Source: an optimization exercise on an open RTL-to-GDS flow (aim: small area, a short achievable clock period and few clock cycles per item). Production flows keep margins and buffers that such runs may drop. In this exercise RTL edits were held to simulation tests only and were not proved equivalent to the original. Power and IR drop assume default switching activity.

==> flow/design.v <==
module fifo #(
	parameter FIFO_DATA_WIDTH = 32,
	parameter FIFO_BUFFER_SIZE = 1024) 
(
	input  logic reset,
	input  logic wr_clk,
	input  logic wr_en,
	input  logic [FIFO_DATA_WIDTH-1:0] din,
	output logic full,
	input  logic rd_clk,
	input  logic rd_en,
	output logic [FIFO_DATA_WIDTH-1:0] dout,
	output logic empty
);
	function automatic logic [FIFO_DATA_WIDTH-1:0] to01( input logic [FIFO_DATA_WIDTH-1:0] data );
		logic [FIFO_DATA_WIDTH-1:0] result;
		for ( int i=0; i < $bits(data); i++ ) begin
			case ( data[i] )  
				0: result[i] = 1'b0;
				1: result[i] = 1'b1;
				default: result[i] = 1'b0;
			endcase
		end
		to01 = result;
	endfunction
	localparam FIFO_ADDR_WIDTH = $clog2(FIFO_BUFFER_SIZE) + 1;
	logic [FIFO_DATA_WIDTH-1:0] fifo_buf [FIFO_BUFFER_SIZE-1:0];
	logic [FIFO_ADDR_WIDTH-1:0] wr_addr, wr_addr_c;
	logic [FIFO_ADDR_WIDTH-1:0] rd_addr, rd_addr_c;
	logic full_c, empty_c;
	always_ff @(posedge wr_clk) 
	begin : p_write_buffer
		if ( (wr_en == 1'b1) && (full_c == 1'b0) ) begin
			fifo_buf[$unsigned(wr_addr[FIFO_ADDR_WIDTH-2:0])] <= din;
		end
	end
	always_ff @(posedge wr_clk, posedge reset) 
	begin : p_wr_addr
		if ( reset == 1'b1 ) 
			wr_addr <= '0;
		else
			wr_addr <= wr_addr_c;
	end
	always_ff @(posedge rd_clk) 
	begin : p_rd_buffer
		dout <= to01(fifo_buf[$unsigned(rd_addr_c[FIFO_ADDR_WIDTH-2:0])]);
	end
	always_ff @(posedge rd_clk, posedge reset) 
	begin : p_rd_addr
		if ( reset == 1'b1 ) 
			rd_addr <= '0;
		else
			rd_addr <= rd_addr_c;
	end
	always_ff @(posedge rd_clk, posedge reset) 
	begin : p_empty
		if ( reset == 1'b1 ) 
			empty <= '1;
		else
			empty <= (wr_addr == rd_addr_c) ? 1'b1 : 1'b0;
	end
	assign rd_addr_c = (rd_en == 1'b1 && empty_c == 1'b0) ? ($unsigned(rd_addr) + 'h1) : rd_addr;
	assign wr_addr_c = (wr_en == 1'b1 && full_c == 1'b0) ? ($unsigned(wr_addr) + 'h1) : wr_addr;
	assign empty_c = (wr_addr == rd_addr) ? 1'b1 : 1'b0;
	assign full_c = (wr_addr[FIFO_ADDR_WIDTH-2:0] == rd_addr[FIFO_ADDR_WIDTH-2:0]) &&
		(wr_addr[FIFO_ADDR_WIDTH-1] != rd_addr[FIFO_ADDR_WIDTH-1]) ? 1'b1 : 1'b0;
	assign full = full_c;
endmodule
module cordic_stage
(
	input logic clk,
	input logic rst,
	input logic sh_en,
	input logic signed [ 15:0 ] x_in,
	input logic signed [ 15:0 ] y_in,
	input logic signed [ 15:0 ] z_in,
	input logic signed [ 15:0 ] k,
	input logic signed [ 15:0 ] c,
	output logic signed [ 15:0 ] x_out,
	output logic signed [ 15:0 ] y_out,
	output logic signed [ 15:0 ] z_out
);
	logic signed [ 15:0 ] x_c, y_c, z_c;
	logic sgn;
	logic signed [ 15:0 ] xtanc, ytanc;
	logic [ 15:0 ] sgnmsk;
	always_ff @ ( posedge clk, posedge rst )
	begin
		if ( rst )
		begin
			x_out <= 'h0;
			y_out <= 'h0;
			z_out <= 'h0;
		end
		else if ( sh_en )
		begin
			x_out <= x_c;
			y_out <= y_c;
			z_out <= z_c;
		end
	end
	always_comb
	begin
		sgn = z_in[ 15 ];
		sgnmsk = { 16{ sgn } };
		xtanc = x_in >>> k;
		ytanc = y_in >>> k;
		x_c = x_in - ( ( ytanc ^ sgnmsk ) + ( sgn ) );
		y_c = y_in + ( ( xtanc ^ sgnmsk ) + ( sgn ) ) ;
		z_c = z_in - ( ( c     ^ sgnmsk ) + ( sgn ) ) ;
	end
endmodule
module cordic #(
	parameter FRAC_WIDTH = 16'd14,
	parameter PI = 32'sd51472,  
	parameter K  = 32'sd26981   
)
(
	input clk,
	input rst,
	input logic signed [ 31:0 ] in_dout,
	input logic in_empty,
	input logic out_full,
	output logic in_re,
	output logic signed [ 1:0 ] [ 15:0 ] out_din,
	output logic out_we
);
	localparam STAGE_CNT = 16;
	localparam I_SIN = 0;
	localparam I_COS = 1;
	localparam logic signed [ 31:0 ]
		TWO_PI  = PI << 1,
		HALF_PI = PI >> 1,
		K_INV   = ( ( 32'sd01<<FRAC_WIDTH ) << FRAC_WIDTH ) / K;
	typedef enum logic { FALSE = 1'b0, TRUE = 1'b1 } bool_t;
	logic [ 0:STAGE_CNT-1 ] [ 15:0 ] CORDIC_TABLE;
	assign CORDIC_TABLE =
		{
			16'h3243, 16'h1DAC, 16'h0FAD, 16'h07F5,
			16'h03FE, 16'h01FF, 16'h00FF, 16'h007F, 
			16'h003F, 16'h001F, 16'h000F, 16'h0007,
			16'h0003, 16'h0001, 16'h0000, 16'h0000
		};
	bool_t sh_en;
	logic signed [ 31:0 ] rad, rad_c;
	bool_t rad_large, rad_small;
	logic signed [ STAGE_CNT-1:0 ] [ 15:0 ] x_out, y_out, z_out;
	logic signed [ 15:0 ] 
		x_in, x_in_c,
		y_in;
	logic signed [ STAGE_CNT-1:0 ] [ 15:0 ] x_stg_in, y_stg_in, z_stg_in;
	genvar i;
	generate
		for ( i=0; i<STAGE_CNT; i=i+1 )
		begin : g_stage
			localparam logic signed [ 15:0 ] STG_K = i;
			logic signed [ 15:0 ] stg_c;
			assign stg_c = CORDIC_TABLE[i];
			if ( i==0 )
			begin : g_first
				assign x_stg_in[i] = x_in;
				assign y_stg_in[i] = y_in;
				assign z_stg_in[i] = rad[ 15:0 ];
			end
			else
			begin : g_rest
				assign x_stg_in[i] = x_out[i-1];
				assign y_stg_in[i] = y_out[i-1];
				assign z_stg_in[i] = z_out[i-1];
			end
			cordic_stage
			cordic_stage_inst (
				.clk( clk ),
				.rst( rst ),
				.sh_en( sh_en ),
				.x_in( x_stg_in[i] ),
				.y_in( y_stg_in[i] ),
				.z_in( z_stg_in[i] ),
				.k( STG_K ),
				.c( stg_c ),
				.x_out( x_out[i] ),
				.y_out( y_out[i] ),
				.z_out( z_out[i] )
			);
		end
	endgenerate
	always_ff @ ( posedge clk, posedge rst )
	begin
		if ( rst )
		begin
			rad <= 'h0;
			x_in <= K_INV;
		end
		else
		begin
			rad <= rad_c;
			x_in <= x_in_c;
		end
	end
	always_comb
	begin
		out_din[ I_COS ] = x_out[ STAGE_CNT-1 ];
		out_din[ I_SIN ] = y_out[ STAGE_CNT-1 ];
		in_re = FALSE;
		out_we = FALSE;
		x_in_c = x_in;
		y_in = 'h0;
		rad_c = rad;
		rad_large = rad > HALF_PI ? TRUE : FALSE;
		rad_small = rad < -HALF_PI ? TRUE : FALSE;
		sh_en = ( | { rad_large, rad_small, in_empty, out_full } ) ? FALSE : TRUE;
		if ( sh_en )
		begin
			rad_c = in_dout;
			x_in_c = K_INV;
			in_re = TRUE;
			out_we = TRUE;
		end
		if ( rad_c > PI )
		begin
			rad_c -= TWO_PI;
		end
		else if ( rad_c < -PI )
		begin
			rad_c += TWO_PI;
		end
		else if ( rad_c > HALF_PI )
		begin
			rad_c -= PI;
			x_in_c = -x_in_c;
		end
		else if ( rad_c < -HALF_PI )
		begin
			rad_c += PI;
			x_in_c = -x_in_c;
		end
	end
endmodule
module cordic_top (
	input logic clk,
	input logic rst,
	input logic signed [ 31:0 ] in_din,
	input logic in_we,
	input logic out_re,
	output logic in_full,
	output logic signed [ 1:0 ] [ 15:0 ] out_dout,
	output logic out_empty
);
	logic signed [ 31:0 ] in_dout;
	logic in_empty;
	logic out_full;
	logic in_re;
	logic signed [ 1:0 ] [ 15:0 ] out_din;
	logic out_we;
	localparam FIFO_DEPTH = 32;
	cordic
	cordic_inst(
		.clk( clk ),
		.rst( rst ),
		.in_dout( in_dout ),
		.in_empty( in_empty ),
		.out_full( out_full ),
		.in_re( in_re ),
		.out_din( out_din ),
		.out_we( out_we )
	);
	fifo #(
		.FIFO_DATA_WIDTH( 32 ),
		.FIFO_BUFFER_SIZE( FIFO_DEPTH )
	)
	rad_fifo_inst(
		.reset( rst ),
		.wr_clk( clk ),
		.wr_en( in_we ),
		.din( in_din ),
		.full( in_full ),
		.rd_clk( clk ),
		.rd_en( in_re ),
		.dout( in_dout ),
		.empty( in_empty )
	);
	fifo #(
		.FIFO_DATA_WIDTH( 32 ),
		.FIFO_BUFFER_SIZE( FIFO_DEPTH )
	)
	sincos_fifo_inst(
		.reset( rst ),
		.wr_clk( clk ),
		.wr_en( out_we ),
		.din( out_din ),
		.full( out_full ),
		.rd_clk( clk ),
		.rd_en( out_re ),
		.dout( out_dout ),
		.empty( out_empty )
	);
endmodule
==> flow/run.sh <==
#!/bin/bash
# synth_recipe.tcl (not shown) runs the flow's synth.tcl, then flattens the netlist and writes it again
# the make line also repeats each setting of config.mk as NAME=value (left out here)
make -C /OpenROAD-flow-scripts/flow DESIGN_CONFIG=/design/flow/config.mk WORK_HOME=/design/flow/orfs CLKGATE_MAP_FILE= SYNTH_SCRIPT=/design/flow/synth_recipe.tcl finish
==> flow/config.mk <==
export PLATFORM = sky130hd
export DESIGN_NAME = cordic_top
export DESIGN_NICKNAME = cordic_top
export VERILOG_FILES = /design/flow/design.v
export SDC_FILE = /design/flow/constraint.sdc
export NUM_CORES = 4
export LEC_CHECK = 0
export CAP_MARGIN = 20
export CORE_MARGIN = 2
export CORE_UTILIZATION = 40
export PLACE_DENSITY = 0.6
export SLEW_MARGIN = 20
==> flow/constraint.sdc <==
create_clock -name core_clock -period 6.0 [get_ports {clk}]
set_input_delay 1.2000 -clock core_clock [delete_from_list [all_inputs] [get_ports {clk}]]
set_output_delay 1.2000 -clock core_clock [all_outputs]
set_load 0.01 [all_outputs]
==> results.sh <==
export IMPL_core_area_sq_mm=0.381
export IMPL_leakage_nw=68.7
export IMPL_setup_violations=0
export IMPL_grt_max_degree=235
export IMPL_maxCapViolCount=0
export IMPL_ctsResizeCount=0
export IMPL_internal_power_mw=37.9
export IMPL_vias_per_cell=5.34
export IMPL_rsz0062_at_grt="no"
export IMPL_synth_ff_type="edfxtp_1"
export IMPL_powerDensity_mw_per_mm2=309
export IMPL_synthTopCellsByCount="2334 x nand2_1, 2048 x edfxtp_1, 1407 x inv_1"
export IMPL_dieWidth_microns=622
export IMPL_grt_pass1_vias=100875
export IMPL_cts_clk_slew_worst_paths_ps=60
export IMPL_yosysWarnings=3
export IMPL_nets=15388
export IMPL_grt_pass1_wl_mm=595
export IMPL_area_delta_synth_final_pct=12.2
export IMPL_fin_area_sq_mm=0.172
export IMPL_swShare_pct=28.5
export IMPL_cp_end_kind="register"
export IMPL_final_util_pct=45.0
export IMPL_io_pins=70
export IMPL_holdBufCountCts=0
export IMPL_die_area_sq_mm=0.387
export IMPL_layout_drive_gt1_share_pct=7.25
export IMPL_synth_most_common_cell="nand2_1"
export IMPL_drc=0
export IMPL_drt_wl_total_mm=386
export IMPL_syn_mean_instance_area_sq_um=10.7
export IMPL_drt_pass1_iter_count=5
export IMPL_fin_skew_ps=103
export IMPL_layout_min_cycle_time_ps=5610
export IMPL_synthArstFlopShare_pct=27.7
export IMPL_rows=227
export IMPL_synth_seq_cells=2921
export IMPL_tritoncts="yes"
export IMPL_htreeDepth=5
export IMPL_combPwrFrac_pct=20.0
export IMPL_worst_hold_path_type="reg2reg"
export IMPL_cts_buffer_depth=4
export IMPL_io_buffers=69
export IMPL_outcome="no timing/DRC/antenna violations"
export IMPL_arrival_ps=6370
export IMPL_postPlaceCellArea_sq_mm=0.161
export IMPL_grt_util_all_layers_pct=19.5
export IMPL_drtIter0Drc=8420
export IMPL_fin_total_pwr_mw=53.1
export IMPL_finalSetupTns_ps=0
export IMPL_root_buffer="clkbuf_16"
export IMPL_clock_latency_ps=950
export IMPL_critical_path_startpoint_type="register"
export IMPL_worst_pin_slew_ps=1190
export IMPL_die_h_microns=622
export IMPL_start_util_pct=40.1
export IMPL_period_share_pct=93.5
export IMPL_synth_nets=15396
export IMPL_ir_drop_mv=0.505
export IMPL_dp_hpwl_mm=237
export IMPL_seqPwrFrac_pct=42.3
export IMPL_cts_inserted_buffers=322
export IMPL_finalNonFillerCells=19529
export IMPL_detail_route_wl_per_cell_microns=19.8
export IMPL_fmax_ghz=0.178
export IMPL_p_clk_share_pct=37.7
export IMPL_cp_max_fo=8
export IMPL_yosys_area_top_type="edfxtp_1"
export IMPL_worstSetupPathType="reg2reg"
export IMPL_ys_top_cells_by_area="edfxtp_1 40%, dfrtp_1 13%, ha_1 8.9%, nand2_1 5.7%, inv_1 3.5%"
export IMPL_syn_inst=14226
export IMPL_ys_types=95
export IMPL_hold_viol=0
export IMPL_antenna_found_initial=10
export IMPL_postCtsSetupRepairBufs=0
export IMPL_finalWorstSetupSlack_ps=393
export IMPL_synth_edf_count=2048
export IMPL_num_vias=104365
export IMPL_place_congestion=0.905
export IMPL_synth_top_cell_area_share_pct=40.2
export IMPL_pre_cts_slack_ps=640
export IMPL_placedCellCount=18932
export IMPL_power_switching_mw=15.1
export IMPL_syn_area_sq_mm=0.153
export IMPL_grt_overflow_total=0
export IMPL_holdWs_ps=475
export IMPL_drtAntennaViolNets=0
export IMPL_finalMaxSlewViolations=0
export IMPL_yosysSeqAreaShare_pct=54.3
export IMPL_slew_headroom_pct=20.8
export IMPL_cts_sinks=2921
export IMPL_required_ps=6760
-- routing by layer --
layer  global-route usage (%)  vias to the layer above  routed length [microns]
met2                     33.7                     2706                   188000
met3                     2.41                      649                    21800
li1                         -                    50507                        -
met5                        0                        -                       34
met1                     25.7                    50499                   166000
met4                     5.26                        4                    10300
-- path summary, 6_finish.rpt --
kind,from,endpoint,slack [ps],cells past startpoint
hold reg to reg,register,register,480,2
setup / recovery,cordic_inst.rad[20],cordic_inst.rad[24],390,18
hold / removal,register,register,480,2
max in group asynchronous,rst,cordic_inst.x_in[2],3750,5
min in group asynchronous,rst,asynchronous set/reset pin,700,2
setup reg to reg,cordic_inst.rad[20],cordic_inst.rad[24],390,18
-- flip-flops by register name, indices dropped and copies added, names as in the netlist, 6 cells and up --
signal / flops
cordic_inst.x_in: 16
cordic_inst.g_stage.cordic_stage_inst.y_out: 256
sincos_fifo_inst.fifo_buf: 1024
sincos_fifo_inst.rd_addr: 6
rad_fifo_inst.rd_addr: 6
sincos_fifo_inst.dout: 32
cordic_inst.g_stage.cordic_stage_inst.z_out: 223
cordic_inst.g_stage.cordic_stage_inst.x_out: 256
rad_fifo_inst.fifo_buf: 1024
sincos_fifo_inst.wr_addr: 6
rad_fifo_inst.dout: 32
cordic_inst.rad: 32
rad_fifo_inst.wr_addr: 6
-- cells by family after synthesis --
| logic type | share of synthesized area (%) |
|---|---|
| adders and majority gates | 9.48 |
| AOI/OAI and AO/OA | 11.8 |
| and+or+nand+nor | 11.7 |
| muxes | 2.67 |
| buffers and inverters | 5.10 |
| DFF | 54.3 |
| xor gates and xnor gates | 4.87 |
-- power by group through the flow --
| stage | combinational (mW) | clock, mW | sequential [mW] |
|---|---|---|---|
| floorplan | 7.34 | 0 | 22.7 |
| global placement | 10.6 | 0 | 22.8 |
| detailed placement | 10.7 | 0 | 22.8 |
| CTS | 10.7 | 20.4 | 22.4 |
| global route | 11.7 | 21.2 | 22.5 |
| finish | 10.6 | 20.0 | 22.4 |
-- cells in the final DEF, fill, tap and decap left out, types with 274 or more instances in the layout --
cell type,synthesis,final
a31oi_1,376,372
clkbuf_16,0,326
nand2_1,2334,2334
xnor2_1,364,364
o21ai_0,946,946
and3_1,353,353
inv_1,1407,1404
xor2_1,485,483
nor2_1,470,405
a21oi_1,454,454
ha_1,1093,1093
dfrtp_1,798,788
edfxtp_1,2048,2048
nor3_1,274,274
-- final cells by class --
cell class              count  area [sq um]
flip-flops and latches   2921         83100
diodes                      5          12.5
clock inverters           144          1700
fillers                 35295        210000
clock buffers             448          9130
inverters                1411          5320
multi-input cells        9274         62700
repair buffers            288          3340
well taps                5038          6300
-- worst max-delay path, cell delays in order, from the launching register on --
cell and delay [ps]:
dfrtp_1 460, or4_4 550, or3_1 400, a211o_1 310
o21ai_2 180, a21oi_1 80, a21oi_1 390, inv_1 130
ha_1 320, a31oi_1 180, or3_1 120, a21oi_1 80
o31ai_1 490, o31ai_1 170, mux2i_1 580, buf_4 310
nor2_1 110, o32a_1 400, xor2_1 150
Testbench counts, summed over its fixed seeds: cycles 10,279, items 8,192.

## separate check: timing with driven ports
The flow's constraints put no driver on any port. The routed layout listed below was extracted and timed again, unchanged, in two steps.
Step 1 assumes that a clkbuf_16 drives the clock port and a buf_2 every other input.
Step 2, shift: input delay + t, output delay - t, t = (earliest + latest rising clock arrival at the registers) / 2. This alone moves slack from input paths to output paths.
Three values: ideal, step 1, step 2; two values: the first two.
t, ns: 1.018
slack for setup (ns): 0.393 / 0.393 / 0.393
worst hold slack (ns): 0.475 / 0.475 / 0.475
worst slew at a driven data input, ns: 0.21
After both steps setup and hold are still met in this run. The setup slack of this run moves by 0.000 ns with the drivers and by 0.000 ns with both steps.
